Source: an optimization exercise on an open RTL-to-GDS flow (aim: small area, a short achievable clock period and few clock cycles per item). Production flows keep margins and buffers that such runs may drop.
Only simulation tests tie the RTL to the original design; equivalence was not proved.
Power figures rest on the tool's default switching activity, not on a simulated workload.

$ cat design/flow/config.mk
export PLATFORM = sky130hd
export DESIGN_NAME = divider
export DESIGN_NICKNAME = divider
export VERILOG_FILES = /design/flow/design.v
export SDC_FILE = /design/flow/constraint.sdc
export NUM_CORES = 4
export LEC_CHECK = 0
export CAP_MARGIN = 20
export CORE_MARGIN = 2
export CORE_UTILIZATION = 60
export PLACE_DENSITY = 0.75
export SETUP_SLACK_MARGIN = 5
export SLEW_MARGIN = 20
$ cat design/flow/constraint.sdc
create_clock -name core_clock -period 7.0 [get_ports {clk}]
set_input_delay 1.4000 -clock core_clock [delete_from_list [all_inputs] [get_ports {clk}]]
set_output_delay 1.4000 -clock core_clock [all_outputs]
set_load 0.01 [all_outputs]
$ cat design/flow/design.v
module divider (clk, quot, rem, fin, dvdend, dvsor, reset);
	output [31:0] quot;
	output [63:0] rem;
	output fin;
	input [63:0] dvdend;
	input [31:0] dvsor;
	input clk, reset;
	reg [31:0] r;     
	reg [31:0] q;     
	reg [4:0] cnt;    
	reg ld;           
	reg fin;
	reg [31:0] d;     
	wire [31:0] a = {r[30:0], q[31]};
	wire [31:0] p = a ^ ~d;
	wire [31:0] g0 = {a[31:1] & ~d[31:1], a[0] | ~d[0]};
	wire [31:0] p0 = p;
	wire g1_1 = g0[1] | (p0[1] & g0[0]);
	wire p1_1 = p0[1] & p0[0];
	wire g1_3 = g0[3] | (p0[3] & g0[2]);
	wire p1_3 = p0[3] & p0[2];
	wire g1_5 = g0[5] | (p0[5] & g0[4]);
	wire p1_5 = p0[5] & p0[4];
	wire g1_7 = g0[7] | (p0[7] & g0[6]);
	wire p1_7 = p0[7] & p0[6];
	wire g1_9 = g0[9] | (p0[9] & g0[8]);
	wire p1_9 = p0[9] & p0[8];
	wire g1_11 = g0[11] | (p0[11] & g0[10]);
	wire p1_11 = p0[11] & p0[10];
	wire g1_13 = g0[13] | (p0[13] & g0[12]);
	wire p1_13 = p0[13] & p0[12];
	wire g1_15 = g0[15] | (p0[15] & g0[14]);
	wire p1_15 = p0[15] & p0[14];
	wire g1_17 = g0[17] | (p0[17] & g0[16]);
	wire p1_17 = p0[17] & p0[16];
	wire g1_19 = g0[19] | (p0[19] & g0[18]);
	wire p1_19 = p0[19] & p0[18];
	wire g1_21 = g0[21] | (p0[21] & g0[20]);
	wire p1_21 = p0[21] & p0[20];
	wire g1_23 = g0[23] | (p0[23] & g0[22]);
	wire p1_23 = p0[23] & p0[22];
	wire g1_25 = g0[25] | (p0[25] & g0[24]);
	wire p1_25 = p0[25] & p0[24];
	wire g1_27 = g0[27] | (p0[27] & g0[26]);
	wire p1_27 = p0[27] & p0[26];
	wire g1_29 = g0[29] | (p0[29] & g0[28]);
	wire p1_29 = p0[29] & p0[28];
	wire g1_31 = g0[31] | (p0[31] & g0[30]);
	wire p1_31 = p0[31] & p0[30];
	wire g2_2 = g0[2] | (p0[2] & g1_1);
	wire p2_2 = p0[2] & p1_1;
	wire g2_3 = g1_3 | (p1_3 & g1_1);
	wire p2_3 = p1_3 & p1_1;
	wire g2_6 = g0[6] | (p0[6] & g1_5);
	wire p2_6 = p0[6] & p1_5;
	wire g2_7 = g1_7 | (p1_7 & g1_5);
	wire p2_7 = p1_7 & p1_5;
	wire g2_10 = g0[10] | (p0[10] & g1_9);
	wire p2_10 = p0[10] & p1_9;
	wire g2_11 = g1_11 | (p1_11 & g1_9);
	wire p2_11 = p1_11 & p1_9;
	wire g2_14 = g0[14] | (p0[14] & g1_13);
	wire p2_14 = p0[14] & p1_13;
	wire g2_15 = g1_15 | (p1_15 & g1_13);
	wire p2_15 = p1_15 & p1_13;
	wire g2_18 = g0[18] | (p0[18] & g1_17);
	wire p2_18 = p0[18] & p1_17;
	wire g2_19 = g1_19 | (p1_19 & g1_17);
	wire p2_19 = p1_19 & p1_17;
	wire g2_22 = g0[22] | (p0[22] & g1_21);
	wire p2_22 = p0[22] & p1_21;
	wire g2_23 = g1_23 | (p1_23 & g1_21);
	wire p2_23 = p1_23 & p1_21;
	wire g2_26 = g0[26] | (p0[26] & g1_25);
	wire p2_26 = p0[26] & p1_25;
	wire g2_27 = g1_27 | (p1_27 & g1_25);
	wire p2_27 = p1_27 & p1_25;
	wire g2_30 = g0[30] | (p0[30] & g1_29);
	wire p2_30 = p0[30] & p1_29;
	wire g2_31 = g1_31 | (p1_31 & g1_29);
	wire p2_31 = p1_31 & p1_29;
	wire g3_4 = g0[4] | (p0[4] & g2_3);
	wire p3_4 = p0[4] & p2_3;
	wire g3_5 = g1_5 | (p1_5 & g2_3);
	wire p3_5 = p1_5 & p2_3;
	wire g3_6 = g2_6 | (p2_6 & g2_3);
	wire p3_6 = p2_6 & p2_3;
	wire g3_7 = g2_7 | (p2_7 & g2_3);
	wire p3_7 = p2_7 & p2_3;
	wire g3_12 = g0[12] | (p0[12] & g2_11);
	wire p3_12 = p0[12] & p2_11;
	wire g3_13 = g1_13 | (p1_13 & g2_11);
	wire p3_13 = p1_13 & p2_11;
	wire g3_14 = g2_14 | (p2_14 & g2_11);
	wire p3_14 = p2_14 & p2_11;
	wire g3_15 = g2_15 | (p2_15 & g2_11);
	wire p3_15 = p2_15 & p2_11;
	wire g3_20 = g0[20] | (p0[20] & g2_19);
	wire p3_20 = p0[20] & p2_19;
	wire g3_21 = g1_21 | (p1_21 & g2_19);
	wire p3_21 = p1_21 & p2_19;
	wire g3_22 = g2_22 | (p2_22 & g2_19);
	wire p3_22 = p2_22 & p2_19;
	wire g3_23 = g2_23 | (p2_23 & g2_19);
	wire p3_23 = p2_23 & p2_19;
	wire g3_28 = g0[28] | (p0[28] & g2_27);
	wire p3_28 = p0[28] & p2_27;
	wire g3_29 = g1_29 | (p1_29 & g2_27);
	wire p3_29 = p1_29 & p2_27;
	wire g3_30 = g2_30 | (p2_30 & g2_27);
	wire p3_30 = p2_30 & p2_27;
	wire g3_31 = g2_31 | (p2_31 & g2_27);
	wire p3_31 = p2_31 & p2_27;
	wire g4_8 = g0[8] | (p0[8] & g3_7);
	wire p4_8 = p0[8] & p3_7;
	wire g4_9 = g1_9 | (p1_9 & g3_7);
	wire p4_9 = p1_9 & p3_7;
	wire g4_10 = g2_10 | (p2_10 & g3_7);
	wire p4_10 = p2_10 & p3_7;
	wire g4_11 = g2_11 | (p2_11 & g3_7);
	wire p4_11 = p2_11 & p3_7;
	wire g4_12 = g3_12 | (p3_12 & g3_7);
	wire p4_12 = p3_12 & p3_7;
	wire g4_13 = g3_13 | (p3_13 & g3_7);
	wire p4_13 = p3_13 & p3_7;
	wire g4_14 = g3_14 | (p3_14 & g3_7);
	wire p4_14 = p3_14 & p3_7;
	wire g4_15 = g3_15 | (p3_15 & g3_7);
	wire p4_15 = p3_15 & p3_7;
	wire g4_24 = g0[24] | (p0[24] & g3_23);
	wire p4_24 = p0[24] & p3_23;
	wire g4_25 = g1_25 | (p1_25 & g3_23);
	wire p4_25 = p1_25 & p3_23;
	wire g4_26 = g2_26 | (p2_26 & g3_23);
	wire p4_26 = p2_26 & p3_23;
	wire g4_27 = g2_27 | (p2_27 & g3_23);
	wire p4_27 = p2_27 & p3_23;
	wire g4_28 = g3_28 | (p3_28 & g3_23);
	wire p4_28 = p3_28 & p3_23;
	wire g4_29 = g3_29 | (p3_29 & g3_23);
	wire p4_29 = p3_29 & p3_23;
	wire g4_30 = g3_30 | (p3_30 & g3_23);
	wire p4_30 = p3_30 & p3_23;
	wire g4_31 = g3_31 | (p3_31 & g3_23);
	wire p4_31 = p3_31 & p3_23;
	wire g5_16 = g0[16] | (p0[16] & g4_15);
	wire p5_16 = p0[16] & p4_15;
	wire g5_17 = g1_17 | (p1_17 & g4_15);
	wire p5_17 = p1_17 & p4_15;
	wire g5_18 = g2_18 | (p2_18 & g4_15);
	wire p5_18 = p2_18 & p4_15;
	wire g5_19 = g2_19 | (p2_19 & g4_15);
	wire p5_19 = p2_19 & p4_15;
	wire g5_20 = g3_20 | (p3_20 & g4_15);
	wire p5_20 = p3_20 & p4_15;
	wire g5_21 = g3_21 | (p3_21 & g4_15);
	wire p5_21 = p3_21 & p4_15;
	wire g5_22 = g3_22 | (p3_22 & g4_15);
	wire p5_22 = p3_22 & p4_15;
	wire g5_23 = g3_23 | (p3_23 & g4_15);
	wire p5_23 = p3_23 & p4_15;
	wire g5_24 = g4_24 | (p4_24 & g4_15);
	wire p5_24 = p4_24 & p4_15;
	wire g5_25 = g4_25 | (p4_25 & g4_15);
	wire p5_25 = p4_25 & p4_15;
	wire g5_26 = g4_26 | (p4_26 & g4_15);
	wire p5_26 = p4_26 & p4_15;
	wire g5_27 = g4_27 | (p4_27 & g4_15);
	wire p5_27 = p4_27 & p4_15;
	wire g5_28 = g4_28 | (p4_28 & g4_15);
	wire p5_28 = p4_28 & p4_15;
	wire g5_29 = g4_29 | (p4_29 & g4_15);
	wire p5_29 = p4_29 & p4_15;
	wire g5_30 = g4_30 | (p4_30 & g4_15);
	wire p5_30 = p4_30 & p4_15;
	wire g5_31 = g4_31 | (p4_31 & g4_15);
	wire p5_31 = p4_31 & p4_15;
	wire [31:0] c = {g5_30, g5_29, g5_28, g5_27, g5_26, g5_25, g5_24, g5_23, g5_22, g5_21, g5_20, g5_19, g5_18, g5_17, g5_16, g4_15, g4_14, g4_13, g4_12, g4_11, g4_10, g4_9, g4_8, g3_7, g3_6, g3_5, g3_4, g2_3, g2_2, g1_1, g0[0], 1'b1};    
	wire [31:0] diff = p ^ c;
	wire nb = r[31] | g5_31;    
	always @(posedge clk) begin
		ld <= reset;
		d <= dvsor;
		if (reset) begin
			fin <= 1'b0;
			cnt <= 5'd0;
		end else if (!ld) begin
			cnt <= cnt + 5'd1;
			if (cnt == 5'd31)
				fin <= 1'b1;
		end
		if (ld) begin
			r <= dvdend[63:32];
			q <= dvdend[31:0];
		end else begin
			r <= nb ? diff : a;
			q <= {q[30:0], nb};
		end
	end
	assign quot = q;
	assign rem = {r, 32'h0};
endmodule
$ cat design/flow/flow/run.sh
#!/bin/bash
# Standard layout, with the port buffers made of the smallest buffer cell.
set -euo pipefail
export BUFFER_PORTS_ARGS="-buffer_cell sky130_fd_sc_hd__buf_1"
bash standard.sh > standard.log 2>&1
$ cat design/flow/standard.sh
#!/bin/bash
# synth_recipe.tcl (not shown) runs the flow's synth.tcl, then flattens the netlist and writes it again
# the make line also repeats each setting of config.mk as NAME=value (left out here)
make -C /OpenROAD-flow-scripts/flow DESIGN_CONFIG=/design/flow/config.mk WORK_HOME=/design/flow/orfs CLKGATE_MAP_FILE= SYNTH_SCRIPT=/design/flow/synth_recipe.tcl "${@:-finish}"
==> results.yml, run 1 <==
cts:
  clk_latency_ns: 0.40
  clk_path_buf_depth: 2
  path_clk_slew_ns: 0.12
  numCtsBuffers: 9
  clk_root_buffer_cell: "clkbuf_8"
  cts_max_level: 3
  cts_tree: "done"
  cts_num_sinks: 103
grt:
  grt.overflow.total: 0
  grt_pass1_wl_um: 22360
  grt_pass1_vias: 4647
  grt_max_degree: 67
  antenna_found_initial: 0
  track_usage: 0.3241
synth:
  synth_top_area_frac: 0.4146
  avgSynthCellArea_um2: 9.583
  synthArstFlopShare: 0
  synthCells: 519
  synth-seq-area-share: 0.4146
  synth_area_leaders: "dfxtp_1, ha_1, mux2_2, buf_4, nand2_1"
  syn_area_um2: 4974
  synth.distinct_cells: 57
  ys_ff_latch: 103
  ys.warnings.count: 1
  synth_edf_count: 0
  synth_top_area_cell: "dfxtp_1"
  yosys_most_used_dff: "dfxtp_1"
timing:
  rsz0062_at_grt: "yes"
  setup_viol: 0
  fmax_mhz: 371.2
  post-route-period-util: 0.3849
  finalMaxSlewViolations: 0
  maxSlewHeadroom: 0.3659
  skew_ns: 0.01814
  worst_slew_pin_slew_ns: 0.9477
  hold_viol_final: 0
  period_minus_slack_ns: 2.694
  final.setup.tns_ns: 0
  hold_slack_ns: 0.5010
floorplanning:
  num_rows: 33
  start_util: 0.6114
  core_area_um2: 8134
  dieWidth_um: 95.05
  die_y_um: 95.05
  die_area_um2: 9034
  io_pins: 195
critical_path:
  start_kind: "register"
  end_kind: "register"
  worstPathArrival_ns: 2.96
  cp_data_required_time_ns: 7.26
  setup.worst_path.class: "register to register"
  path_max_fanout: 3
placed_design:
  placed_cell_area_um2: 5622
  hpwlAfterDp_um: 8229
  io_buffers: 162
  routabilityCongestion: 0.8133
cells_and_area:
  drive_gt1_frac: 0.4547
  diodes: 0
  nets: 859
  multi_input_area_um2: 3192
  seq_area_um2: 2187
  final_util: 0.9046
  fillers: 333
  design_area_um2: 7358
  syn_to_final_growth_pct: 47.95
power_and_ir_drop:
  peakVddDrop_mv: 0.2665
  power_density_nw_per_um2: 475.5
  p_leak_uw: 0.003151
routing:
  first_iter_violations: 232
  drc: 0
  postRouteAntennaNets: 0
  viasPerCell: 5.886
  dr.pass1.iters: 7
  num_vias: 4903
  wirelength_um: 17340
  wl_per_cell_um: 20.81
run_status:
  status: "timing/DRC/antenna clean"
min_path:
  hp-class: "register to register"
job:
  maxCapViolations: 0
## stage by stage
step	total power, µW	worst slack (ns)	cells
2_1_floorplan	1822	4.437	550
3_3_place_gp	2022	4.098	770
3_5_place_dp	2059	3.967	770
4_1_cts	3044	4.399	822
5_1_grt	3636	4.249	833
6_report	3499	4.306	833
## layout make-up
type	instances	share of cell area
multi-input combinational	362	0.4338
inverter	39	0.01989
clock inverter	7	0.01207
sequential	103	0.2972
tap	105	0.01785
clock buffer	9	0.01683
timing repair buffer	208	0.2023
## critical path: stages (launching register included)
cell      delay [ns]
dfxtp_2         0.36
inv_2           0.05
ha_4            0.15
fa_2            0.35
nand2b_4        0.18
a21oi_4         0.19
o21ai_4         0.08
a21oi_2         0.18
o21ai_1         0.10
nand2b_1        0.12
nand2_2         0.10
nand2b_4        0.08
fa_2            0.43
mux2i_1         0.14
o21ai_0         0.08
## path summary, 6_finish.rpt
kind	slack [ns]	depth (start not counted)	end	from
max	4.31	14	r[16]$_DFF_P_	q[31]$_DFF_P_
min	0.50	1	q[9]$_DFF_P_	q[8]$_DFF_P_
max reg2reg	4.31	14	r[16]$_DFF_P_	q[31]$_DFF_P_
min reg2reg	0.50	1	q[9]$_DFF_P_	q[8]$_DFF_P_
## synthesized netlist by cell type, types with 2 or more instances
master	number
dfxtp_1	103
nand2_1	44
nor2_1	42
inv_1	39
buf_4	33
ha_1	33
mux2_2	32
a21oi_1	21
nor3_1	16
xnor2_1	16
a31oi_1	13
and3_1	11
o21ai_0	11
clkbuf_1	7
xor2_1	7
mux2i_1	6
a211o_1	5
a21o_1	5
a221o_1	5
buf_1	5
fa_1	5
a21oi_2	4
a311oi_1	4
nand2b_1	4
a31o_2	3
nand4_1	3
nor2b_1	3
o21a_1	3
buf_2	2
buf_6	2
nand3_2	2
nor4_1	2
o21ai_1	2
o22ai_1	2
or3_1	2
## placed cells by master (no fill, tap or decap), drive strengths merged, types with 17 or more instances in the layout
master  instances
inv            41
nand2          45
mux2           32
buf           208
ha             33
dfxtp         103
nor3           17
nor2           43
a21oi          25
conb           32
## sequential cells by signal (all words and copies together), names as in the netlist
name  cells
fin       1
q        32
r        32
cnt       5
d        32
ld        1
## cells by family (layout without fill, tap and decap cells)
family / Yosys count / in the layout / share of synthesized area
multiplexers: 38 / 38 / 0.08453
other: 1 / 32 / 0.0007540
AND/OR/NAND/NOR: 137 / 137 / 0.1296
buffers and inverters: 88 / 263 / 0.09484
XOR/XNOR: 23 / 23 / 0.04050
adder cells (fa/ha/maj): 38 / 38 / 0.1031
flip-flops: 103 / 103 / 0.4146
AO/OA/AOI/OAI: 91 / 94 / 0.1321
## per-layer routing
metal	GRT usage	share of wire	vias up
met5	0	0	-
met4	0.1244	0.056	0
met3	0.09486	0.091	102
met2	0.5946	0.51	347
met1	0.3501	0.34	2304
li1	-	-	2150
## power by group
| part | switching (µW) | internal (µW) | total, µW |
|---|---|---|---|
| Sequential | 158 | 766 | 925 |
| Combinational | 1090 | 1090 | 2180 |
| Clock | 254 | 145 | 398 |
| Total | 1500 | 2000 | 3500 |
## timing repair
item                       CTS  global route
hold buffers                 0             0
resized for setup          257            57
pin swaps                   37            25
hold endpoints to repair     0             0
gates cloned                 3             0
setup endpoints to repair   98            98
buffers inserted            33            11
Testbench counts, summed over its fixed seeds: cycles 108,800, items 3,200.
==> run 2, diff against run 1 <==
==> design/flow/config.mk (replaced) <==
export PLATFORM = sky130hd
export DESIGN_NAME = divider
export DESIGN_NICKNAME = divider
export VERILOG_FILES = /design/flow/design.v
export SDC_FILE = /design/flow/constraint.sdc
export NUM_CORES = 4
export LEC_CHECK = 0
export ABC_CLOCK_PERIOD_IN_PS = 2000
export CAP_MARGIN = 20
export CORE_MARGIN = 2
export CORE_UTILIZATION = 40
export SETUP_SLACK_MARGIN = 4.5
export SLEW_MARGIN = 20
==> results.yml, run 2 <==
placed_design:
  dp_slack_ns: 3.938
  routabilityCongestion: 0.8404
  hpwlAfterDp_um: 8463
  io_buffers: 162
  dp.cells: 833
  placed_cell_area_um2: 5665
critical_path:
  r2r_cells: 11
  path_max_fanout: 3
  cp_data_required_time_ns: 7.25
  start_kind: "register"
  critPathLaunch: "q[31]$_DFF_P_"
  reg2reg_from: "q[31]$_DFF_P_"
  rrSetupSlack_ns: 4.35
  setup.worst_path.class: "register to register"
  end_kind: "register"
  endpoint: "r[19]$_DFF_P_"
  worstPathArrival_ns: 2.91
  worstReg2RegEnd: "r[19]$_DFF_P_"
floorplanning:
  io_pins: 195
  start_util: 0.4123
  dieWidth_um: 115.5
  core_area_um2: 12060
  die_y_um: 115.5
  die_area_um2: 13340
  num_rows: 40
cts:
  postCtsHoldBufs: 0
  clk_path_buf_depth: 2
  numCtsBuffers: 9
  cts_num_sinks: 103
  clk_latency_ns: 0.36
  path_clk_slew_ns: 0.08
  cts_tree: "done"
  cts_max_level: 3
  clk_root_buffer_cell: "clkbuf_16"
synth:
  ys.warnings.count: 1
  synth.most_common_cell: "dfxtp_1"
  synth-seq-area-share: 0.4146
  synthTopCellsByCount: "dfxtp_1, nand2_1, nor2_1, inv_1"
  synth_top_area_cell: "dfxtp_1"
  yosys_most_used_dff: "dfxtp_1"
  synthArstFlopShare: 0
  synth_top_area_frac: 0.4146
  synth.distinct_cells: 57
  ys_ff_latch: 103
  syn_area_um2: 4974
  avgSynthCellArea_um2: 9.583
  synth_area_leaders: "dfxtp_1, ha_1, mux2_2, buf_4, nand2_1"
  synthCells: 519
  synth_edf_count: 0
timing:
  worst_slew_pin_slew_ns: 1.148
  period_minus_slack_ns: 2.652
  rsz0062_at_grt: "yes"
  fmax_mhz: 377.0
  finalMaxSlewViolations: 0
  setup_viol: 0
  hold_viol_final: 0
  final.setup.tns_ns: 0
  setup_ws_ns: 4.348
  skew_ns: 0.01173
  post-route-period-util: 0.3789
  maxSlewHeadroom: 0.2320
power_and_ir_drop:
  power_density_nw_per_um2: 456.4
  peakVddDrop_mv: 0.2052
  p_leak_uw: 0.002757
grt:
  grt_pass1_wl_um: 19360
  antenna_found_initial: 0
  grt_pass1_vias: 4065
  track_usage: 0.1883
  grt.overflow.total: 0
  grt_max_degree: 67
min_path:
  hp-class: "register to register"
  worstHoldStart: "q[12]$_DFF_P_"
routing:
  drt-met1-wl_um: 5405
  wl_met3_um: 1322
  wirelength_um: 12880
  routed-wl-met2_um: 5977
  postRouteAntennaNets: 0
  num_vias: 4209
  drc: 0
  wl_per_cell_um: 14.67
  dr.pass1.iters: 4
  topRoutingLayerUsed: "met4"
  viasPerCell: 4.794
  first_iter_violations: 134
cells_and_area:
  final_cell_mix: "buf_1, dfxtp_1, nand2_1, inv_1, nor2_1"
  reg_top3: "d (32), q (32), r (32)"
  nets: 842
  final_common_cell: "buf_1"
  design_area_um2: 6543
  diodes: 0
  syn_to_final_growth_pct: 31.55
  fillers: 1099
  fin_cells: 878
  drive_gt1_frac: 0.2099
run_status:
  status: "timing/DRC/antenna clean"
job:
  maxCapViolations: 0
[run 2: what timing repair did]
item                                    CTS  global route
pin swaps                                12            17
setup buffers                            11            14
endpoints found under the setup margin   32            33
resized for setup                        18            45
cloned                                    3             2
[run 2: final cells by class]
type | count | area (µm²) | share of cell area
flip-flops and latches | 103 | 2071 | 0.3165
well taps | 168 | 210.2 | 0.03213
inverters | 39 | 146.4 | 0.02238
repair buffers | 189 | 858.3 | 0.1312
clock buffers | 9 | 225.2 | 0.03442
clock inverters | 6 | 73.82 | 0.01128
multi-input cells | 364 | 2958 | 0.4521
[run 2: power breakdown]
| part | internal (µW) | switching [µW] |
|---|---|---|
| clock network | 281 | 234 |
| logic | 755 | 873 |
| registers | 724 | 118 |
[run 2: worst min path at each step]
stage                                to  slack (ns)  depth (start not counted)
global placement       fin$_SDFFE_PP0P_        0.45                          2
floorplan           cnt[4]$_SDFFE_PP0N_        0.47                          2
CTS                       q[13]$_DFF_P_        0.48                          1
global route              q[13]$_DFF_P_        0.50                          1
detailed placement        q[13]$_DFF_P_        0.47                          1
finish                    q[13]$_DFF_P_        0.48                          1
[run 2: per-stage QoR]
stage / util / power (µW) / hold WS [ns]
after floorplan: - / 1785 / 0.4702
after global placement: 0.4697 / 2025 / 0.4531
after detailed placement: 0.4697 / 2044 / 0.4652
after CTS: 0.5146 / 2766 / 0.4784
after global routing: 0.5424 / 3190 / 0.4971
final: 0.5424 / 2986 / 0.4782
[run 2: kinds of logic (layout without fill, tap and decap cells)]
kind of cell / count (synthesis) / count (layout) / synth area share
flip-flops: 103 / 103 / 0.4146
other: 1 / 32 / 0.0007540
multiplexers: 38 / 38 / 0.08453
adder cells (fa/ha/maj): 38 / 38 / 0.1031
AO/OA/AOI/OAI: 91 / 96 / 0.1321
AND/OR/NAND/NOR: 137 / 137 / 0.1296
buffers and inverters: 88 / 243 / 0.09484
XOR/XNOR: 23 / 23 / 0.04050
[run 2: critical path, stage by stage (launching register included)]
cell and delay [ns]:
dfxtp_2 0.34, inv_2 0.04, ha_4 0.15, fa_2 0.35, nand2b_4 0.19, a211oi_4 0.26
nor2_1 0.07, or4_4 0.55, a31oi_4 0.17, xnor2_2 0.13, nor3_2 0.05, a211o_1 0.25
[run 2: metal layers]
layer	up-vias	global-route usage
li1	2112	-
met1	1909	0.2157
met2	176	0.3162
met3	12	0.08368
met4	0	0.05863
met5	-	0
==> run 3, diff against run 2 <==
--- a/design/flow/config.mk
+++ b/design/flow/config.mk
@@ -5,7 +5,7 @@
 export SDC_FILE = /design/flow/constraint.sdc
 export NUM_CORES = 4
 export LEC_CHECK = 0
-export ABC_CLOCK_PERIOD_IN_PS = 2000
+export ABC_AREA = 1
 export CAP_MARGIN = 20
 export CORE_MARGIN = 2
 export CORE_UTILIZATION = 40
==> results.yml, run 3 <==
cells_and_area:
  syn_to_final_growth_pct: 18.93
  final_cell_mix: "nand2_1, buf_1, dfxtp_1, inv_1, nor2_1"
  nets: 1085
  fin_cells: 1130
  fillers: 1443
  reg_top3: "d (32), q (32), r (32)"
  diodes: 0
  design_area_um2: 6477
  final_common_cell: "nand2_1"
  drive_gt1_frac: 0.05346
grt:
  busiest_layer: "met2"
  grt_use_met2: 0.3153
  grt_pass1_vias: 4561
  met1_usage: 0.2132
  grt_pass1_wl_um: 21160
  antenna_found_initial: 0
  track_usage: 0.1835
  grt.overflow.total: 0
  grt_max_degree: 90
  grt_use_met3: 0.07547
power_and_ir_drop:
  p_leak_uw: 0.003374
  combPwrFrac: 0.480
  seq_power_share: 0.318
  internal_power_uw: 1448
  power_uw: 2546
  power_density_nw_per_um2: 393.1
  peakVddDrop_mv: 0.2157
  switching_share: 0.4313
  power.switching_uw: 1098
  p_clk_frac: 0.201
routing:
  first_iter_violations: 155
  dr.pass1.iters: 5
  wirelength_um: 13400
  wl_per_cell_um: 11.86
  postRouteAntennaNets: 0
  viasPerCell: 4.397
  drc: 0
  num_vias: 4969
cts:
  clk_root_buffer_cell: "clkbuf_16"
  clk_latency_ns: 0.35
  postCtsHoldBufs: 0
  numCtsBuffers: 9
  cts_tree: "done"
  path_clk_slew_ns: 0.07
  cts_max_level: 3
  clk_path_buf_depth: 2
  cts_num_sinks: 103
timing:
  maxSlewHeadroom: 0.3594
  rsz0062_at_grt: "no"
  hold_viol_final: 0
  post-route-period-util: 0.3404
  period_minus_slack_ns: 2.383
  hold_slack_ns: 0.4439
  worst_slew_pin_slew_ns: 0.9609
  fmax_mhz: 419.7
  final.setup.tns_ns: 0
  skew_ns: 0.008820
  finalMaxSlewViolations: 0
  setup_viol: 0
critical_path:
  worstPathArrival_ns: 0.98
  end_kind: "output port"
  path_max_fanout: 4
  cp_data_required_time_ns: 5.60
  setup.worst_path.class: "register to output port"
  path_cells: "buf_1"
  cp_top_family: "flip-flops"
  start_kind: "register"
  r2r_cells: 15
  crit_cells: 1
  path_buf_inv: 1
  cp_slowest_stage_delay_ns: 0.43
  worst_path_max_delay_cell: "dfxtp_1"
synth:
  syn_area_um2: 5446
  synth_area_leaders: "dfxtp_1, nand2_1, ha_1, inv_1, nor2_1"
  synth.distinct_cells: 30
  synth_top_area_cell: "dfxtp_1"
  synth_top_area_frac: 0.3786
  ys_ff_latch: 103
  yosys_most_used_dff: "dfxtp_1"
  synth_edf_count: 0
  avgSynthCellArea_um2: 6.903
  synthTopCellsByCount: "nand2_1, dfxtp_1, inv_1, nor2_1, nand3_1"
  synthArstFlopShare: 0
  synthCells: 789
  synth.most_common_cell: "nand2_1"
  ys.warnings.count: 1
  synth-seq-area-share: 0.3786
placed_design:
  dp.cells: 1105
  io_buffers: 162
  hpwlAfterDp_um: 9293
  placed_cell_area_um2: 6042
  routabilityCongestion: 0.8207
floorplanning:
  die_area_um2: 14570
  io_pins: 195
  start_util: 0.4097
  num_rows: 42
  core_area_um2: 13300
  die_y_um: 120.7
  dieWidth_um: 120.7
min_path:
  hp-class: "register to register"
  hold_depth: 2
run_status:
  status: "timing/DRC/antenna clean"
job:
  maxCapViolations: 0
run 3: changes by cell type in the layout (fill, tap and decap cells not counted), sizes merged, moves of 21 or more:
cell / previous run / this run
buf: 189 / 168
nand2: 45 / 308
mux2: 32 / 0
nand3: 2 / 47
inv: 43 / 97
nor2: 43 / 76
run 3: path summary, 6_finish.rpt:
kind,slack (ns),to,from
max,4.62,rem[33],r[1]$_DFF_P_
min,0.44,q[31]$_DFF_P_,q[30]$_DFF_P_
max reg2reg,4.67,r[16]$_DFF_P_,q[31]$_DFF_P_
min reg2reg,0.44,q[31]$_DFF_P_,q[30]$_DFF_P_
run 3: through the flow:
stage,worst slack (ns),utilization
after CTS,4.525,0.4800
after floorplan,4.602,-
after detailed placement,4.190,0.4545
final,4.618,0.4872
after global routing,4.494,0.4872
after global placement,4.291,0.4545
run 3: area by class of cell:
type	count	area, µm²	area share
inverters	94	352.8	0.05447
clock buffers	11	232.7	0.03593
well taps	176	220.2	0.03400
repair buffers	168	678.2	0.1047
clock inverters	5	62.56	0.009658
flip-flops and latches	103	2067	0.3191
multi-input cells	573	2864	0.4421
run 3: cells by family (layout without fill, tap and decap cells):
family | after synthesis | count (layout) | synth area share
flip-flops | 103 | 103 | 0.3786
adder cells (fa/ha/maj) | 38 | 38 | 0.09419
buffers and inverters | 148 | 278 | 0.1309
other | 1 | 32 | 0.0006885
AND/OR/NAND/NOR | 441 | 445 | 0.3306
XOR/XNOR | 7 | 7 | 0.01126
AO/OA/AOI/OAI | 51 | 51 | 0.05376
run 3: per-layer routing:
metal | wire [µm] | vias up
met3 | 1134 | 8
met5 | 0 | -
li1 | - | 2683
met1 | 5989 | 2127
met4 | 123 | 0
met2 | 6155 | 151
run 3: power groups by stage:
stage,Clock [µW],Combinational (µW),Sequential [µW]
2_1_floorplan,0,865,842
3_3_place_gp,0,1110,824
3_5_place_dp,0,1120,824
4_1_cts,531,1160,812
5_1_grt,556,1400,830
6_report,513,1220,811
run 3: repair_timing:
action                                  in CTS  in global routing
gates resized for setup                      3                  3
gates cloned                                 2                  2
buffers inserted                             0                  5
endpoints found under the setup margin      33                 33
==> run 4, diff against run 3 <==
==> design/flow/flow/run.sh (replaced) <==
#!/bin/bash
# Standard layout, with the port buffers made of the smallest buffer cell.
set -euo pipefail
export BUFFER_PORTS_ARGS="-buffer_cell sky130_fd_sc_hd__buf_1"
export SKIP_REPAIR_TIE_FANOUT=1
bash standard.sh > standard.log 2>&1
--- a/design/flow/config.mk
+++ b/design/flow/config.mk
@@ -9,5 +9,7 @@
 export CAP_MARGIN = 20
 export CORE_MARGIN = 2
 export CORE_UTILIZATION = 40
+export CTS_CLUSTER_DIAMETER = 200
+export CTS_CLUSTER_SIZE = 40
 export SETUP_SLACK_MARGIN = 4.5
 export SLEW_MARGIN = 20
==> results.yml, run 4 <==
cells_and_area:
  fillers: 1396
  final_common_cell: "nand2_1"
  diodes: 0
  design_area_um2: 6397
  syn_to_final_growth_pct: 17.46
  fin_cells: 1105
  drive_gt1_frac: 0.06351
  reg_top3: "d (32), q (32), r (32)"
  nets: 1061
  final_cell_mix: "nand2_1, buf_1, dfxtp_1, inv_1, nor2_1"
placed_design:
  dp.cells: 1074
  io_buffers: 162
  placed_cell_area_um2: 5926
  routabilityCongestion: 0.7921
  hpwlAfterDp_um: 9323
timing:
  worst_slew_pin_slew_ns: 0.8026
  skew_ns: 0.008571
  rsz0062_at_grt: "no"
  hold_viol_final: 0
  period_minus_slack_ns: 2.375
  final.setup.tns_ns: 0
  maxSlewHeadroom: 0.4643
  finalMaxSlewViolations: 0
  fmax_mhz: 421.1
  setup_viol: 0
  post-route-period-util: 0.3392
cts:
  cts_tree: "done"
  clk_root_buffer_cell: "clkbuf_16"
  clk_latency_ns: 0.36
  postCtsHoldBufs: 0
  cts_num_sinks: 103
  path_clk_slew_ns: 0.07
  numCtsBuffers: 9
  cts_max_level: 3
  clk_path_buf_depth: 2
critical_path:
  path_max_fanout: 4
  end_kind: "output port"
  setup.worst_path.class: "register to output port"
  path_buf_inv: 1
  worst_path_max_delay_cell: "dfxtp_1"
  r2r_cells: 15
  cp_top_family: "flip-flops"
  worstPathArrival_ns: 0.97
  path_cells: "buf_1"
  critPathLaunch: "r[15]$_DFF_P_"
  worstReg2RegEnd: "r[16]$_DFF_P_"
  cp_data_required_time_ns: 5.60
  endpoint: "rem[47]"
  rrSetupSlack_ns: 4.66
  cp_slowest_stage_delay_ns: 0.42
  crit_cells: 1
  start_kind: "register"
  reg2reg_from: "q[31]$_DFF_P_"
floorplanning:
  die_area_um2: 14570
  start_util: 0.4097
  core_area_um2: 13300
  num_rows: 42
  dieWidth_um: 120.7
  die_y_um: 120.7
  io_pins: 195
grt:
  grt.overflow.total: 0
  grt_use_met2: 0.3061
  met1_usage: 0.2234
  busiest_layer: "met2"
  grt_pass1_vias: 4589
  grt_max_degree: 90
  grt_use_met3: 0.07358
  grt_pass1_wl_um: 21280
  antenna_found_initial: 0
  track_usage: 0.1834
synth:
  synth.distinct_cells: 30
  synth_top_area_cell: "dfxtp_1"
  synth_top_area_frac: 0.3786
  ys.warnings.count: 1
  synth-seq-area-share: 0.3786
  ys_ff_latch: 103
  synth.most_common_cell: "nand2_1"
  yosys_most_used_dff: "dfxtp_1"
  syn_area_um2: 5446
  synthTopCellsByCount: "nand2_1, dfxtp_1, inv_1, nor2_1, nand3_1"
  synth_edf_count: 0
  avgSynthCellArea_um2: 6.903
  synthCells: 789
  synthArstFlopShare: 0
  synth_area_leaders: "dfxtp_1, nand2_1, ha_1, inv_1, nor2_1"
routing:
  wirelength_um: 13570
  num_vias: 4927
  wl_per_cell_um: 12.28
  first_iter_violations: 196
  dr.pass1.iters: 5
  viasPerCell: 4.459
  drc: 0
  postRouteAntennaNets: 0
power_and_ir_drop:
  p_leak_uw: 0.003314
  power_uw: 2540
  peakVddDrop_mv: 0.1805
  power_density_nw_per_um2: 397.0
min_path:
  hp-class: "register to register"
job:
  maxCapViolations: 0
run_status:
  status: "timing/DRC/antenna clean"
==> run 4: where the power goes <==
part	internal [µW]	switching, µW
Combinational	482	767
Clock	246	238
Sequential	704	104
Total	1430	1110
==> run 4: worst min path at each step <==
stage	startpoint	endpoint	slack (ns)	cells past startpoint
2_1_floorplan	cnt[4]$_SDFFE_PP0N_	cnt[4]$_SDFFE_PP0N_	0.44	2
3_3_place_gp	q[21]$_DFF_P_	q[22]$_DFF_P_	0.43	2
3_5_place_dp	q[17]$_DFF_P_	q[18]$_DFF_P_	0.43	2
4_1_cts	q[7]$_DFF_P_	q[8]$_DFF_P_	0.45	2
5_1_grt	q[13]$_DFF_P_	q[14]$_DFF_P_	0.47	2
6_report	q[4]$_DFF_P_	q[5]$_DFF_P_	0.45	2
==> run 4: cell type report <==
class / instances / area, µm² / area share
Clock buffer: 9 / 225.2 / 0.03520
Tap cell: 176 / 220.2 / 0.03442
Clock inverter: 6 / 51.30 / 0.008019
Inverter: 94 / 352.8 / 0.05515
Timing Repair Buffer: 176 / 738.2 / 0.1154
Sequential cell: 103 / 2067 / 0.3231
Multi-Input combinational cell: 541 / 2743 / 0.4287
==> run 4: cell families (layout without fill, tap and decap cells) <==
kind of cell	after synthesis	in the layout	synth area share
simple gates	441	444	0.3306
other cells	1	1	0.0006885
xor+xnor	7	7	0.01126
flops	103	103	0.3786
fa+ha+maj	38	38	0.09419
compound gates	51	51	0.05376
buf+inv	148	285	0.1309
==> run 4: timing repair <==
action,CTS,global route
endpoints found under the setup margin,33,50
pin swaps,0,2
gates cloned,2,1
setup buffers,0,13
endpoints found under the hold margin,0,0
resized for setup,3,4
==> run 4: through the flow <==
stage | utilization | hold WS, ns | worst slack, ns
CTS | 0.4696 | 0.4487 | 4.518
global placement | 0.4457 | 0.4262 | 4.285
global route | 0.4812 | 0.4679 | 4.495
detailed placement | 0.4457 | 0.4283 | 4.196
finish | 0.4812 | 0.4461 | 4.625
floorplan | - | 0.4436 | 4.602
==> run 4: layer usage <==
metal / share of wire / vias up
met5: 0 / -
met4: 0.0079 / 0
li1: - / 2671
met1: 0.46 / 2120
met2: 0.45 / 128
met3: 0.079 / 8
==> run 5, diff against run 4 <==
--- a/design/flow/config.mk
+++ b/design/flow/config.mk
@@ -9,7 +9,6 @@
 export CAP_MARGIN = 20
 export CORE_MARGIN = 2
 export CORE_UTILIZATION = 40
-export CTS_CLUSTER_DIAMETER = 200
-export CTS_CLUSTER_SIZE = 40
-export SETUP_SLACK_MARGIN = 4.5
+export CTS_BUF_LIST = sky130_fd_sc_hd__clkbuf_8
+export SETUP_SLACK_MARGIN = 4.8
 export SLEW_MARGIN = 20
==> results.yml, run 5 <==
run_status:
  status: "timing/DRC/antenna clean"
timing:
  maxSlewHeadroom: 0.4019
  setup_ws_ns: 4.702
  period_minus_slack_ns: 2.298
  post-route-period-util: 0.3283
  fmax_mhz: 435.1
  rsz0062_at_grt: "yes"
  final.setup.tns_ns: 0
  finalMaxSlewViolations: 0
  worst_slew_pin_slew_ns: 0.8972
  setup_viol: 0
  skew_ns: 0.01521
  hold_viol_final: 0
synth:
  avgSynthCellArea_um2: 6.903
  synth_top_area_cell: "dfxtp_1"
  synth_adder_area_share: 0.09419
  yosys_most_used_dff: "dfxtp_1"
  synth_xor_area_frac: 0.01126
  synth-seq-area-share: 0.3786
  synthCells: 789
  ys_ff_latch: 103
  synthTopCellsByCount: "nand2_1, dfxtp_1, inv_1, nor2_1, nand3_1"
  syn_area_um2: 5446
  ys.warnings.count: 1
  synth_area_leaders: "dfxtp_1, nand2_1, ha_1, inv_1, nor2_1"
  synth_top_family_by_area: "simple AND/OR/NAND/NOR gates"
  synth_edf_count: 0
  synth_simple_gate_area_frac: 0.3306
  muxShareOfSynthArea: 0
  synthArstFlopShare: 0
  synth_top_area_frac: 0.3786
  synth_compound_area_frac: 0.05376
  synth.most_common_cell: "nand2_1"
  synth.distinct_cells: 30
critical_path:
  path_max_fanout: 3
  path_buf_inv: 1
  end_kind: "output port"
  setup.worst_path.class: "register to output port"
  path_cells: "buf_6"
  cp_data_required_time_ns: 5.60
  rrSetupSlack_ns: 4.77
  cp_slowest_stage_delay_ns: 0.38
  cp_top_family: "flip-flops"
  worstReg2RegEnd: "r[16]$_DFF_P_"
  reg2reg_from: "r[12]$_DFF_P_"
  worstPathArrival_ns: 0.90
  start_kind: "register"
  r2r_cells: 13
  worst_path_max_delay_cell: "dfxtp_4"
floorplanning:
  io_pins: 195
  die_area_um2: 14570
  dieWidth_um: 120.7
  die_y_um: 120.7
  start_util: 0.4097
  num_rows: 42
  core_area_um2: 13300
cells_and_area:
  final_common_cell: "nand2_1"
  nets: 1115
  fillers: 1207
  drive_gt1_frac: 0.3435
  seq_area_um2: 2170
  design_area_um2: 7986
  syn_to_final_growth_pct: 46.63
  final_cell_mix: "nand2_1, buf_1, inv_1, buf_6, nor2_1"
  diodes: 0
  reg_top3: "d (32), q (32), r (32)"
  multi_input_area_um2: 3364
power_and_ir_drop:
  p_leak_uw: 0.003969
  peakVddDrop_mv: 0.1713
  power_density_nw_per_um2: 403.3
grt:
  grt_pass1_wl_um: 23540
  grt.overflow.total: 0
  antenna_found_initial: 0
  grt_pass1_vias: 5086
  track_usage: 0.2041
  grt_max_degree: 88
min_path:
  hp-class: "register to register"
  hold_depth: 2
  hold_end: "q[8]$_DFF_P_"
  worstHoldStart: "q[7]$_DFF_P_"
placed_design:
  io_buffers: 162
  dp_slack_ns: 4.289
  hpwlAfterDp_um: 9321
  routabilityCongestion: 0.8183
  placed_cell_area_um2: 5954
cts:
  numCtsBuffers: 9
  clk_root_buffer_cell: "clkbuf_8"
  clk_path_buf_depth: 2
  path_clk_slew_ns: 0.12
  cts_tree: "done"
  clk_latency_ns: 0.40
  cts_max_level: 3
  postCtsHoldBufs: 0
  cts_num_sinks: 103
routing:
  wl_per_cell_um: 13.55
  wirelength_um: 15720
  topRoutingLayerUsed: "met4"
  first_iter_violations: 178
  drc: 0
  postRouteAntennaNets: 0
  dr.pass1.iters: 4
  routed-wl-met2_um: 7698
  viasPerCell: 4.597
  num_vias: 5332
  wl_met3_um: 1182
  drt-met1-wl_um: 6492
job:
  maxCapViolations: 0
==> run 5: changes by cell type in the layout (fill, tap and decap cells not counted), moves of 10 or more <==
cell,change
nor2_1,-11
nand2_2,+32
buf_1,-65
ha_1,-25
ha_4,+24
dfxtp_2,+55
buf_6,+77
dfxtp_1,-64
nand3_1,-10
buf_4,+38
nand2_1,-39
nand3_2,+10
==> run 5: area by class of cell <==
cell class	instances	area share
clock buffer	9	0.01551
clock inverter	7	0.01112
inverter	94	0.04418
multi-input combinational	544	0.4213
sequential	103	0.2717
tap	176	0.02757
timing repair buffer	227	0.2087
==> run 5: per-layer routing <==
layer	vias to the layer above	global-route usage
li1	2775	-
met4	0	0.07340
met2	162	0.3471
met1	2367	0.2389
met3	28	0.06792
met5	-	0
==> run 5: how the worst max path moves through the flow <==
| stage | from | endpoint | slack (ns) | cells after the start |
|---|---|---|---|---|
| after floorplan | q[31]$_DFF_P_ | r[16]$_DFF_P_ | 4.73 | 16 |
| after global placement | q[31]$_DFF_P_ | r[14]$_DFF_P_ | 4.36 | 16 |
| after detailed placement | r[2]$_DFF_P_ | r[14]$_DFF_P_ | 4.29 | 13 |
| after CTS | q[0]$_DFF_P_ | quot[0] | 4.68 | 1 |
| after global routing | r[12]$_DFF_P_ | r[16]$_DFF_P_ | 4.64 | 13 |
| final | q[31]$_DFF_P_ | quot[31] | 4.70 | 1 |
==> run 5: cells by family after synthesis <==
family	after synthesis
AOI/OAI and AO/OA	51
xor gates and xnor gates	7
adders and majority gates	38
buffers and inverters	148
DFF	103
other	1
and+or+nand+nor	441
==> run 5: what timing repair did <==
item                                    CTS  global route
endpoints found under the setup margin   98            98
endpoints found under the hold margin     0             0
cloned                                    5             2
gates resized for setup                 216           120
pin swaps                                 6            42
setup buffers                            42            20
==> run 5: per-stage QoR <==
step                power [µW]  hold WS, ns    util  instances
CTS                       2815       0.4610  0.5428       1138
global placement          1946       0.4328  0.4479       1075
finish                    3221       0.4577  0.6007       1160
floorplan                 1713       0.4436       -        789
detailed placement        1949       0.4323  0.4479       1075
global route              3475       0.4814  0.6007       1160
==> run 5: report_power, final <==
group	switching, µW	total [µW]	leakage [µW]	internal, µW
Combinational	1040	2000	0.00299	965
Clock	247	392	0.000106	144
Sequential	92.6	825	0.000875	732
Total	1380	3220	0.00397	1840
==> run 6, diff against run 5 <==
--- a/design/flow/flow/run.sh
+++ b/design/flow/flow/run.sh
@@ -3,4 +3,5 @@
 set -euo pipefail
 export BUFFER_PORTS_ARGS="-buffer_cell sky130_fd_sc_hd__buf_1"
 export SKIP_REPAIR_TIE_FANOUT=1
+export RECOVER_POWER=100
 bash standard.sh > standard.log 2>&1
--- a/design/flow/config.mk
+++ b/design/flow/config.mk
@@ -9,6 +9,5 @@
 export CAP_MARGIN = 20
 export CORE_MARGIN = 2
 export CORE_UTILIZATION = 40
-export CTS_BUF_LIST = sky130_fd_sc_hd__clkbuf_8
-export SETUP_SLACK_MARGIN = 4.8
+export SETUP_SLACK_MARGIN = 4.5
 export SLEW_MARGIN = 20
==> results.yml, run 6 <==
power_and_ir_drop:
  internal_power_uw: 1425
  switching_share: 0.4353
  seq_power_share: 0.320
  power_density_nw_per_um2: 398.1
  p_leak_uw: 0.003283
  p_clk_frac: 0.192
  power_uw: 2523
  combPwrFrac: 0.488
  power.switching_uw: 1098
  peakVddDrop_mv: 0.1802
cts:
  cts_num_sinks: 103
  numCtsBuffers: 9
  clk_latency_ns: 0.36
  path_clk_slew_ns: 0.07
  clk_root_buffer_cell: "clkbuf_16"
  postCtsHoldBufs: 0
  clk_path_buf_depth: 2
  cts_max_level: 3
  cts_tree: "done"
timing:
  skew_ns: 0.008546
  setup_viol: 0
  hold_viol_final: 0
  fmax_mhz: 268.6
  final.setup.tns_ns: 0
  hold_slack_ns: 0.4452
  maxSlewHeadroom: -0.3832
  rsz0062_at_grt: "no"
  finalMaxSlewViolations: 92
  period_minus_slack_ns: 3.723
  worst_slew_pin_slew_ns: 2.075
  post-route-period-util: 0.5319
min_path:
  hp-class: "register to register"
routing:
  viasPerCell: 4.462
  wl_per_cell_um: 12.29
  postRouteAntennaNets: 0
  wirelength_um: 13580
  drc: 0
  first_iter_violations: 206
  num_vias: 4931
  dr.pass1.iters: 5
placed_design:
  dp.cells: 1074
  io_buffers: 162
  routabilityCongestion: 0.7921
  hpwlAfterDp_um: 9323
synth:
  synthTopCellsByCount: "nand2_1, dfxtp_1, inv_1, nor2_1, nand3_1"
  synthArstFlopShare: 0
  yosys_most_used_dff: "dfxtp_1"
  synthCells: 789
  synth.distinct_cells: 30
  synth_top_area_cell: "dfxtp_1"
  synth_area_leaders: "dfxtp_1, nand2_1, ha_1, inv_1, nor2_1"
  ys_ff_latch: 103
  avgSynthCellArea_um2: 6.903
  ys.warnings.count: 1
  syn_area_um2: 5446
  synth_edf_count: 0
  synth_top_area_frac: 0.3786
  synth.most_common_cell: "nand2_1"
  synth-seq-area-share: 0.3786
critical_path:
  end_kind: "register"
  start_kind: "register"
  setup.worst_path.class: "register to register"
  path_max_fanout: 46
  cp_data_required_time_ns: 7.25
  worstPathArrival_ns: 3.97
cells_and_area:
  fillers: 1404
  fin_cells: 1105
  final_cell_mix: "nand2_1, buf_1, dfxtp_1, inv_1, nor2_1"
  syn_to_final_growth_pct: 16.33
  nets: 1061
  diodes: 0
  reg_top3: "d (32), q (32), r (32)"
  drive_gt1_frac: 0.05490
  final_common_cell: "nand2_1"
floorplanning:
  start_util: 0.4097
  die_area_um2: 14570
  num_rows: 42
  io_pins: 195
  die_y_um: 120.7
  core_area_um2: 13300
  dieWidth_um: 120.7
grt:
  grt_max_degree: 90
  grt.overflow.total: 0
  antenna_found_initial: 0
  track_usage: 0.1834
  grt_pass1_vias: 4589
  grt_pass1_wl_um: 21280
run_status:
  status: "complete, but fails checks"
  failed_checks: "capacitance limit, slew limit"
job:
  maxCapViolations: 2
run 6: cell type report:
cell class / instances / area, µm² / share of cell area
multi-input cells: 541 / 2706 / 0.4271
well taps: 176 / 220.2 / 0.03476
inverters: 94 / 352.8 / 0.05569
flip-flops and latches: 103 / 2062 / 0.3254
clock buffers: 9 / 225.2 / 0.03555
clock inverters: 6 / 51.30 / 0.008096
repair buffers: 176 / 718.2 / 0.1133
run 6: routing by layer:
metal  global-route usage  routed length, µm
met2               0.3061               6177
met3              0.07358               1113
met4              0.03706                107
met5                    0                  0
met1               0.2234               6176
run 6: path summary, 6_finish.rpt:
path	from	slack (ns)	endpoint	cells after the start
hold / removal	q[4]$_DFF_P_	0.45	q[5]$_DFF_P_	2
setup / recovery	ld$_DFF_P_	3.28	r[12]$_DFF_P_	4
hold reg to reg	q[4]$_DFF_P_	0.45	q[5]$_DFF_P_	2
setup reg to reg	ld$_DFF_P_	3.28	r[12]$_DFF_P_	4
run 6: stage by stage:
step / util / setup slack [ns] / instance area [µm²]
6_report: 0.4766 / 3.277 / 6336
5_1_grt: 0.4766 / 2.803 / 6336
4_1_cts: 0.4696 / 4.518 / 6243
3_5_place_dp: 0.4457 / 4.196 / 5926
3_3_place_gp: 0.4457 / 4.285 / 5926
2_1_floorplan: - / 4.602 / 5446
run 6: logic make-up after synthesis:
logic type | after synthesis | synth area share
buffers and inverters | 148 | 0.1309
DFF | 103 | 0.3786
adders and majority gates | 38 | 0.09419
AOI/OAI and AO/OA | 51 | 0.05376
xor gates and xnor gates | 7 | 0.01126
and+or+nand+nor | 441 | 0.3306
other | 1 | 0.0006885
run 6: worst max-delay path: stages (launching register included):
cell	delay, ns
dfxtp_1	1.57
inv_1	0.94
clkbuf_1	0.71
nand3_1	0.31
nand2_1	0.06
run 6: power by group through the flow:
stage / Clock, µW / Sequential [µW] / Combinational [µW]
after global placement: 0 / 825 / 1110
after detailed placement: 0 / 825 / 1110
after floorplan: 0 / 842 / 865
after global routing: 527 / 825 / 1420
after CTS: 504 / 813 / 1160
final: 484 / 808 / 1230
run 6: repair_timing:
action / 4_1_cts / 5_1_grt
buffers inserted: 0 / 13
pin swaps: 0 / 2
resized for setup: 3 / 4
setup endpoints to repair: 33 / 50
cloned: 2 / 1
==> run 7, diff against run 6 <==
==> design/flow/flow/run.sh (replaced) <==
#!/bin/bash
# Standard layout, with the port buffers made of the smallest buffer cell.
set -euo pipefail
export BUFFER_PORTS_ARGS="-buffer_cell sky130_fd_sc_hd__buf_1"
export SKIP_REPAIR_TIE_FANOUT=1
bash standard.sh > standard.log 2>&1
==> results.yml, run 7 <==
routing:
  postRouteAntennaNets: 0
  dr.pass1.iters: 5
  wl_per_cell_um: 12.28
  first_iter_violations: 196
  viasPerCell: 4.459
  drc: 0
  num_vias: 4927
  wirelength_um: 13570
synth:
  synth.most_common_cell: "nand2_1"
  synth-seq-area-share: 0.3786
  synth.distinct_cells: 30
  ys.warnings.count: 1
  synthTopCellsByCount: "nand2_1, dfxtp_1, inv_1, nor2_1, nand3_1"
  yosys_most_used_dff: "dfxtp_1"
  synth_top_area_frac: 0.3786
  syn_area_um2: 5446
  ys_ff_latch: 103
  synthArstFlopShare: 0
  synthCells: 789
  avgSynthCellArea_um2: 6.903
  synth_area_leaders: "dfxtp_1, nand2_1, ha_1, inv_1, nor2_1"
  synth_top_area_cell: "dfxtp_1"
  synth_edf_count: 0
floorplanning:
  core_area_um2: 13300
  start_util: 0.4097
  io_pins: 195
  die_y_um: 120.7
  die_area_um2: 14570
  num_rows: 42
  dieWidth_um: 120.7
critical_path:
  cp_slowest_stage_delay_ns: 0.42
  cp_top_family: "flip-flops"
  cp_data_required_time_ns: 5.60
  start_kind: "register"
  path_buf_inv: 1
  end_kind: "output port"
  crit_cells: 1
  r2r_cells: 15
  worstPathArrival_ns: 0.97
  path_max_fanout: 4
  path_cells: "buf_1"
  worst_path_max_delay_cell: "dfxtp_1"
  setup.worst_path.class: "register to output port"
cells_and_area:
  fin_cells: 1105
  drive_gt1_frac: 0.06351
  final_common_cell: "nand2_1"
  nets: 1061
  final_cell_mix: "nand2_1, buf_1, dfxtp_1, inv_1, nor2_1"
  syn_to_final_growth_pct: 17.46
  fillers: 1396
  diodes: 0
  reg_top3: "d (32), q (32), r (32)"
  final_util: 0.4812
  seq_area_um2: 2067
  multi_input_area_um2: 2743
timing:
  fmax_mhz: 421.1
  skew_ns: 0.008571
  rsz0062_at_grt: "no"
  maxSlewHeadroom: 0.4643
  hold_viol_final: 0
  post-route-period-util: 0.3392
  setup_viol: 0
  finalMaxSlewViolations: 0
  worst_slew_pin_slew_ns: 0.8026
  period_minus_slack_ns: 2.375
  final.setup.tns_ns: 0
cts:
  clk_path_buf_depth: 2
  cts_max_level: 3
  cts_tree: "done"
  numCtsBuffers: 9
  clk_latency_ns: 0.36
  path_clk_slew_ns: 0.07
  cts_num_sinks: 103
  clk_root_buffer_cell: "clkbuf_16"
grt:
  antenna_found_initial: 0
  grt_max_degree: 90
  track_usage: 0.1834
  grt_pass1_wl_um: 21280
  grt.overflow.total: 0
  grt_pass1_vias: 4589
power_and_ir_drop:
  power.switching_uw: 1109
  internal_power_uw: 1431
  switching_share: 0.4366
  combPwrFrac: 0.492
  seq_power_share: 0.318
  peakVddDrop_mv: 0.1805
  p_clk_frac: 0.190
  p_leak_uw: 0.003314
  power_density_nw_per_um2: 397.0
placed_design:
  hpwlAfterDp_um: 9323
  dp.cells: 1074
  routabilityCongestion: 0.7921
  io_buffers: 162
job:
  maxCapViolations: 0
min_path:
  hold_depth: 2
  hp-class: "register to register"
run_status:
  status: "timing/DRC/antenna clean"
==> run 7: cell counts after synthesis <==
No cell type changed its count.
==> run 7: kinds of logic after synthesis <==
group	synth area share
adder cells (fa/ha/maj)	0.09419
other	0.0006885
XOR/XNOR	0.01126
flip-flops	0.3786
AO/OA/AOI/OAI	0.05376
AND/OR/NAND/NOR	0.3306
buffers and inverters	0.1309
==> run 7: per-stage QoR <==
step	setup WS, ns	area, µm²	power [µW]	hold slack (ns)
floorplan	4.602	5446	1706	0.4436
global placement	4.285	5926	1938	0.4262
detailed placement	4.196	5926	1938	0.4283
global route	4.495	6397	2787	0.4679
CTS	4.518	6243	2472	0.4487
finish	4.625	6397	2540	0.4461
==> run 7: routing by layer <==
layer / part of all wire / vias up / global-route usage
met1: 0.46 / 2120 / 0.2234
met2: 0.45 / 128 / 0.3061
li1: - / 2671 / -
met5: 0 / - / 0
met4: 0.0079 / 0 / 0.03706
met3: 0.079 / 8 / 0.07358
==> run 7: power groups by stage <==
| stage | logic (µW) | registers, µW | clock network (µW) |
|---|---|---|---|
| 6_report | 1250 | 808 | 484 |
| 5_1_grt | 1430 | 825 | 527 |
| 4_1_cts | 1160 | 813 | 504 |
| 3_5_place_dp | 1110 | 825 | 0 |
| 3_3_place_gp | 1110 | 825 | 0 |
| 2_1_floorplan | 865 | 842 | 0 |
==> run 7: repair_timing <==
item	4_1_cts	5_1_grt
gates cloned	2	1
hold buffers	0	0
setup endpoints to repair	33	50
pin swaps	0	2
setup buffers	0	13
gates resized for setup	3	4
==> run 7: final timing paths <==
| kind | from | end | slack (ns) |
|---|---|---|---|
| worst max-delay path | r[15]$_DFF_P_ | rem[47] | 4.63 |
| worst max register to register | q[31]$_DFF_P_ | r[16]$_DFF_P_ | 4.66 |
| worst min-delay path | q[4]$_DFF_P_ | q[5]$_DFF_P_ | 0.45 |
| worst min register to register | q[4]$_DFF_P_ | q[5]$_DFF_P_ | 0.45 |
==> run 7: final cells by class <==
cell class | instances | area share
clock buffers | 9 | 0.03520
well taps | 176 | 0.03442
repair buffers | 176 | 0.1154
inverters | 94 | 0.05515
clock inverters | 6 | 0.008019
multi-input cells | 541 | 0.4287
flip-flops and latches | 103 | 0.3231
==> run 8, diff against run 7 <==
--- a/design/flow/config.mk
+++ b/design/flow/config.mk
@@ -9,5 +9,5 @@
 export CAP_MARGIN = 20
 export CORE_MARGIN = 2
 export CORE_UTILIZATION = 40
-export SETUP_SLACK_MARGIN = 4.5
+export SETUP_SLACK_MARGIN = 4.65
 export SLEW_MARGIN = 20
==> results.yml, run 8 <==
run_status:
  status: "timing/DRC/antenna clean"
cts:
  cts_num_sinks: 103
  cts_max_level: 3
  numCtsBuffers: 9
  cts_tree: "done"
  clk_root_buffer_cell: "clkbuf_16"
  clk_path_buf_depth: 2
  clk_latency_ns: 0.35
  path_clk_slew_ns: 0.08
placed_design:
  io_buffers: 162
  routabilityCongestion: 0.7995
  hpwlAfterDp_um: 9530
  dp_slack_ns: 4.217
  placed_cell_area_um2: 5927
floorplanning:
  core_area_um2: 13300
  start_util: 0.4097
  num_rows: 42
  io_pins: 195
  dieWidth_um: 120.7
  die_area_um2: 14570
  die_y_um: 120.7
routing:
  drc: 0
  viasPerCell: 4.500
  wirelength_um: 14140
  dr.pass1.iters: 4
  postRouteAntennaNets: 0
  first_iter_violations: 248
  num_vias: 5022
  wl_per_cell_um: 12.67
power_and_ir_drop:
  power_density_nw_per_um2: 406.8
  p_leak_uw: 0.003401
  peakVddDrop_mv: 0.2260
timing:
  period_minus_slack_ns: 2.366
  hold_viol_final: 0
  maxSlewHeadroom: 0.6018
  rsz0062_at_grt: "yes"
  worst_slew_pin_slew_ns: 0.5973
  final.setup.tns_ns: 0
  post-route-period-util: 0.3379
  skew_ns: 0.007809
  fmax_mhz: 422.7
  setup_ws_ns: 4.634
  finalMaxSlewViolations: 0
  setup_viol: 0
critical_path:
  path_buf_inv: 1
  cp_slowest_stage_delay_ns: 0.44
  worst_path_max_delay_cell: "dfxtp_1"
  setup.worst_path.class: "register to output port"
  end_kind: "output port"
  cp_data_required_time_ns: 5.60
  cp_top_family: "flip-flops"
  start_kind: "register"
  path_cells: "buf_1"
  worstPathArrival_ns: 0.97
  path_max_fanout: 3
cells_and_area:
  syn_to_final_growth_pct: 21.69
  final_common_cell: "nand2_1"
  final_util: 0.4985
  nets: 1071
  fillers: 1410
  multi_input_area_um2: 2819
  seq_area_um2: 2079
  reg_top3: "d (32), q (32), r (32)"
  final_cell_mix: "nand2_1, buf_1, dfxtp_1, inv_1, nor2_1"
  design_area_um2: 6628
  drive_gt1_frac: 0.1043
  diodes: 0
synth:
  yosys_most_used_dff: "dfxtp_1"
  synthCells: 789
  avgSynthCellArea_um2: 6.903
  synth_area_leaders: "dfxtp_1, nand2_1, ha_1, inv_1, nor2_1"
  synth_top_area_cell: "dfxtp_1"
  synth-seq-area-share: 0.3786
  synthArstFlopShare: 0
  ys.warnings.count: 1
  synth.most_common_cell: "nand2_1"
  synthTopCellsByCount: "nand2_1, dfxtp_1, inv_1, nor2_1, nand3_1"
  syn_area_um2: 5446
  ys_ff_latch: 103
  synth_top_area_frac: 0.3786
  synth_edf_count: 0
  synth.distinct_cells: 30
grt:
  antenna_found_initial: 0
  grt_pass1_vias: 4767
  grt_pass1_wl_um: 22320
  grt.overflow.total: 0
  grt_max_degree: 90
  track_usage: 0.1924
job:
  maxCapViolations: 0
min_path:
  hp-class: "register to register"
run 8: cell types whose count changed in the layout (fill, tap and decap cells not counted), sizes merged:
cell    delta
buf        +4
clkbuf     +7
clkinv     +1
inv        -2
nand3      +1
run 8: through the flow:
stage | hold WS [ns] | std cells | power, µW
6_report | 0.4447 | 1116 | 2696
2_1_floorplan | 0.4436 | 789 | 1709
5_1_grt | 0.4663 | 1116 | 2942
3_3_place_gp | 0.4258 | 1074 | 1939
4_1_cts | 0.4471 | 1099 | 2569
3_5_place_dp | 0.4300 | 1074 | 1946
run 8: layout make-up:
cell class / instances / share of cell area
Tap cell: 176 / 0.03323
Clock buffer: 11 / 0.03813
Sequential cell: 103 / 0.3138
Inverter: 94 / 0.05343
Clock inverter: 5 / 0.007363
Timing Repair Buffer: 185 / 0.1288
Multi-Input combinational cell: 542 / 0.4253
run 8: worst paths after layout:
kind	end	slack [ns]	cells after the start	startpoint
max	rem[50]	4.63	1	r[18]$_DFF_P_
min	q[4]$_DFF_P_	0.44	2	q[3]$_DFF_P_
max reg2reg	r[16]$_DFF_P_	4.77	15	q[31]$_DFF_P_
min reg2reg	q[4]$_DFF_P_	0.44	2	q[3]$_DFF_P_
run 8: where the power goes:
part | internal (µW) | switching [µW] | total [µW]
combinational | 561 | 805 | 1370
sequential | 709 | 109 | 819
clock | 269 | 242 | 511
run 8: logic make-up after synthesis:
family,share of synthesized area
buf+inv,0.1309
other cells,0.0006885
fa+ha+maj,0.09419
xor+xnor,0.01126
simple gates,0.3306
flops,0.3786
compound gates,0.05376
run 8: worst reg2reg max path, delay by kind of cell, from the launching register on:
kind | cells | cell delay (ns)
AOI/OAI and AO/OA | 1 | 0.08
adders and majority gates | 3 | 0.95
and+or+nand+nor | 8 | 0.59
buffers and inverters | 3 | 0.17
DFF | 1 | 0.33
run 8: what timing repair did:
action / in CTS / in global routing
cloned: 3 / 1
pin swaps: 0 / 3
endpoints found under the setup margin: 77 / 76
resized for setup: 12 / 24
hold buffers: 0 / 0
buffers inserted: 6 / 16
run 8: metal layers:
layer | GRT usage | share of wire | up-vias
met5 | 0 | 0 | -
met4 | 0.03198 | 0.0072 | 0
met3 | 0.07547 | 0.079 | 8
met2 | 0.3266 | 0.47 | 132
met1 | 0.2337 | 0.44 | 2192
li1 | - | - | 2690
==> run 9, diff against run 8 <==
--- a/design/flow/config.mk
+++ b/design/flow/config.mk
@@ -9,5 +9,5 @@
 export CAP_MARGIN = 20
 export CORE_MARGIN = 2
 export CORE_UTILIZATION = 40
-export SETUP_SLACK_MARGIN = 4.65
+export SETUP_SLACK_MARGIN = 4.3
 export SLEW_MARGIN = 20
==> results.yml, run 9 <==
run_status:
  status: "timing/DRC/antenna clean"
synth:
  synth_edf_count: 0
  ys.warnings.count: 1
  ys_ff_latch: 103
  synthCells: 789
  synth.distinct_cells: 30
  synthArstFlopShare: 0
  avgSynthCellArea_um2: 6.903
  synthTopCellsByCount: "nand2_1, dfxtp_1, inv_1, nor2_1, nand3_1"
  synth_area_leaders: "dfxtp_1, nand2_1, ha_1, inv_1, nor2_1"
  synth_top_area_frac: 0.3786
  synth.most_common_cell: "nand2_1"
  synth-seq-area-share: 0.3786
  synth_top_area_cell: "dfxtp_1"
  yosys_most_used_dff: "dfxtp_1"
  syn_area_um2: 5446
routing:
  wl_per_cell_um: 11.73
  wirelength_um: 12840
  postRouteAntennaNets: 0
  drc: 0
  viasPerCell: 4.447
  dr.pass1.iters: 6
  first_iter_violations: 216
  num_vias: 4869
cells_and_area:
  final_cell_mix: "nand2_1, buf_1, dfxtp_1, inv_1, nor2_1"
  reg_top3: "d (32), q (32), r (32)"
  nets: 1051
  diodes: 0
  drive_gt1_frac: 0.05223
  syn_to_final_growth_pct: 15.69
  final_util: 0.4739
  design_area_um2: 6301
  final_common_cell: "nand2_1"
min_path:
  hp-class: "register to register"
  worstHoldStart: "q[4]$_DFF_P_"
  hold_end: "q[5]$_DFF_P_"
  hold_depth: 2
timing:
  rsz0062_at_grt: "yes"
  setup_viol: 0
  skew_ns: 0.007679
  period_minus_slack_ns: 2.474
  final.setup.tns_ns: 0
  maxSlewHeadroom: 0.3793
  hold_slack_ns: 0.4473
  finalMaxSlewViolations: 0
  fmax_mhz: 404.2
  worst_slew_pin_slew_ns: 0.9310
  hold_viol_final: 0
  post-route-period-util: 0.3535
critical_path:
  critPathLaunch: "q[31]$_DFF_P_"
  path_cells: "inv_1, ha_1, fa_1, inv_1, nand3_1, nand2_1, nand2_1, nand2_2, nand2_2, nand2_8, fa_1, inv_1, nand2_1, nand2_1, o21ai_0"
  setup.worst_path.class: "register to register"
  end_kind: "register"
  reg2reg_from: "q[31]$_DFF_P_"
  worstPathArrival_ns: 2.72
  cpMostUsedCell: "nand2_1"
  r2r_cells: 15
  cp_top_family: "adder cells"
  path_buf_inv: 3
  worstReg2RegEnd: "r[16]$_DFF_P_"
  cp_slowest_stage_delay_ns: 0.43
  rrSetupSlack_ns: 4.53
  cp_data_required_time_ns: 7.24
  start_kind: "register"
  worst_path_max_delay_cell: "fa_1"
  path_max_fanout: 16
cts:
  path_clk_slew_ns: 0.07
  clk_root_buffer_cell: "clkbuf_16"
  cts_num_sinks: 103
  cts_max_level: 3
  numCtsBuffers: 9
  clk_latency_ns: 0.35
  cts_tree: "done"
  clk_path_buf_depth: 2
floorplanning:
  num_rows: 42
  die_y_um: 120.7
  dieWidth_um: 120.7
  core_area_um2: 13300
  start_util: 0.4097
  io_pins: 195
  die_area_um2: 14570
power_and_ir_drop:
  power_density_nw_per_um2: 393.0
  peakVddDrop_mv: 0.1798
  p_leak_uw: 0.003253
grt:
  grt_max_degree: 90
  antenna_found_initial: 0
  track_usage: 0.1812
  grt_pass1_vias: 4589
  grt.overflow.total: 0
  grt_pass1_wl_um: 21100
placed_design:
  io_buffers: 162
  placed_cell_area_um2: 5926
  routabilityCongestion: 0.7921
  hpwlAfterDp_um: 9323
job:
  maxCapViolations: 0
## run 9: how the worst max path moves through the flow
stage                                to  slack [ns]  depth (start not counted)
after global placement    r[14]$_DFF_P_        4.28                         16
after CTS                 r[20]$_DFF_P_        4.31                         16
after floorplan           r[16]$_DFF_P_        4.60                         16
after detailed placement  r[14]$_DFF_P_        4.20                         16
final                     r[16]$_DFF_P_        4.53                         15
after global routing      r[29]$_DFF_P_        4.26                         16
## run 9: power by group
group / switching [µW] / internal, µW / leakage (µW)
registers: 107 / 704 / 0.000867
clock network: 236 / 246 / 0.000139
logic: 735 / 450 / 0.00225
total: 1080 / 1400 / 0.00325
## run 9: worst register-to-register path: stages, from the launching register on
cell and delay, ns:
dfxtp_1 0.35, inv_1 0.05, ha_1 0.21, fa_1 0.36, inv_1 0.09, nand3_1 0.07, nand2_1 0.08, nand2_1 0.06
nand2_2 0.15, nand2_2 0.12, nand2_8 0.14, fa_1 0.43, inv_1 0.07, nand2_1 0.05, nand2_1 0.06, o21ai_0 0.08
## run 9: what timing repair did
action                                  in CTS  in global routing
endpoints found under the setup margin       4                 31
hold buffers                                 0                  0
gates cloned                                 1                  1
resized for setup                            0                  3
setup buffers                                0                  4
## run 9: stage by stage
step | cells | setup WS [ns] | power [µW]
floorplan | 789 | 4.602 | 1706
global placement | 1074 | 4.285 | 1938
CTS | 1090 | 4.306 | 2451
global route | 1095 | 4.261 | 2732
detailed placement | 1074 | 4.196 | 1938
finish | 1095 | 4.526 | 2476
## run 9: kinds of logic (layout without fill, tap and decap cells)
kind of cell,Yosys count,in the layout,synth area share
xor+xnor,7,7,0.01126
flops,103,103,0.3786
fa+ha+maj,38,38,0.09419
buf+inv,148,276,0.1309
simple gates,441,443,0.3306
other cells,1,1,0.0006885
compound gates,51,51,0.05376
## run 9: area by class of cell
class	count	area (µm²)
Clock buffer	9	225.2
Clock inverter	6	51.30
Fill cell	1405	6994
Inverter	94	352.8
Multi-Input combinational cell	540	2715
Sequential cell	103	2066
Tap cell	176	220.2
Timing Repair Buffer	167	670.6
## run 9: metal layers
layer / up-vias / wire (µm) / global-route usage
li1: 2645 / - / -
met3: 8 / 1042 / 0.07358
met1: 2091 / 5864 / 0.2205
met4: 0 / 107 / 0.03706
met2: 125 / 5825 / 0.3019
met5: - / 0 / 0

Setup slack of run 9, layout unchanged: 4.526 ns with ideal ports, 4.526 ns with driving cells assumed (clock clkbuf_16, inputs buf_2), 4.526 ns with port delays also shifted by the 0.388 ns mid clock arrival.
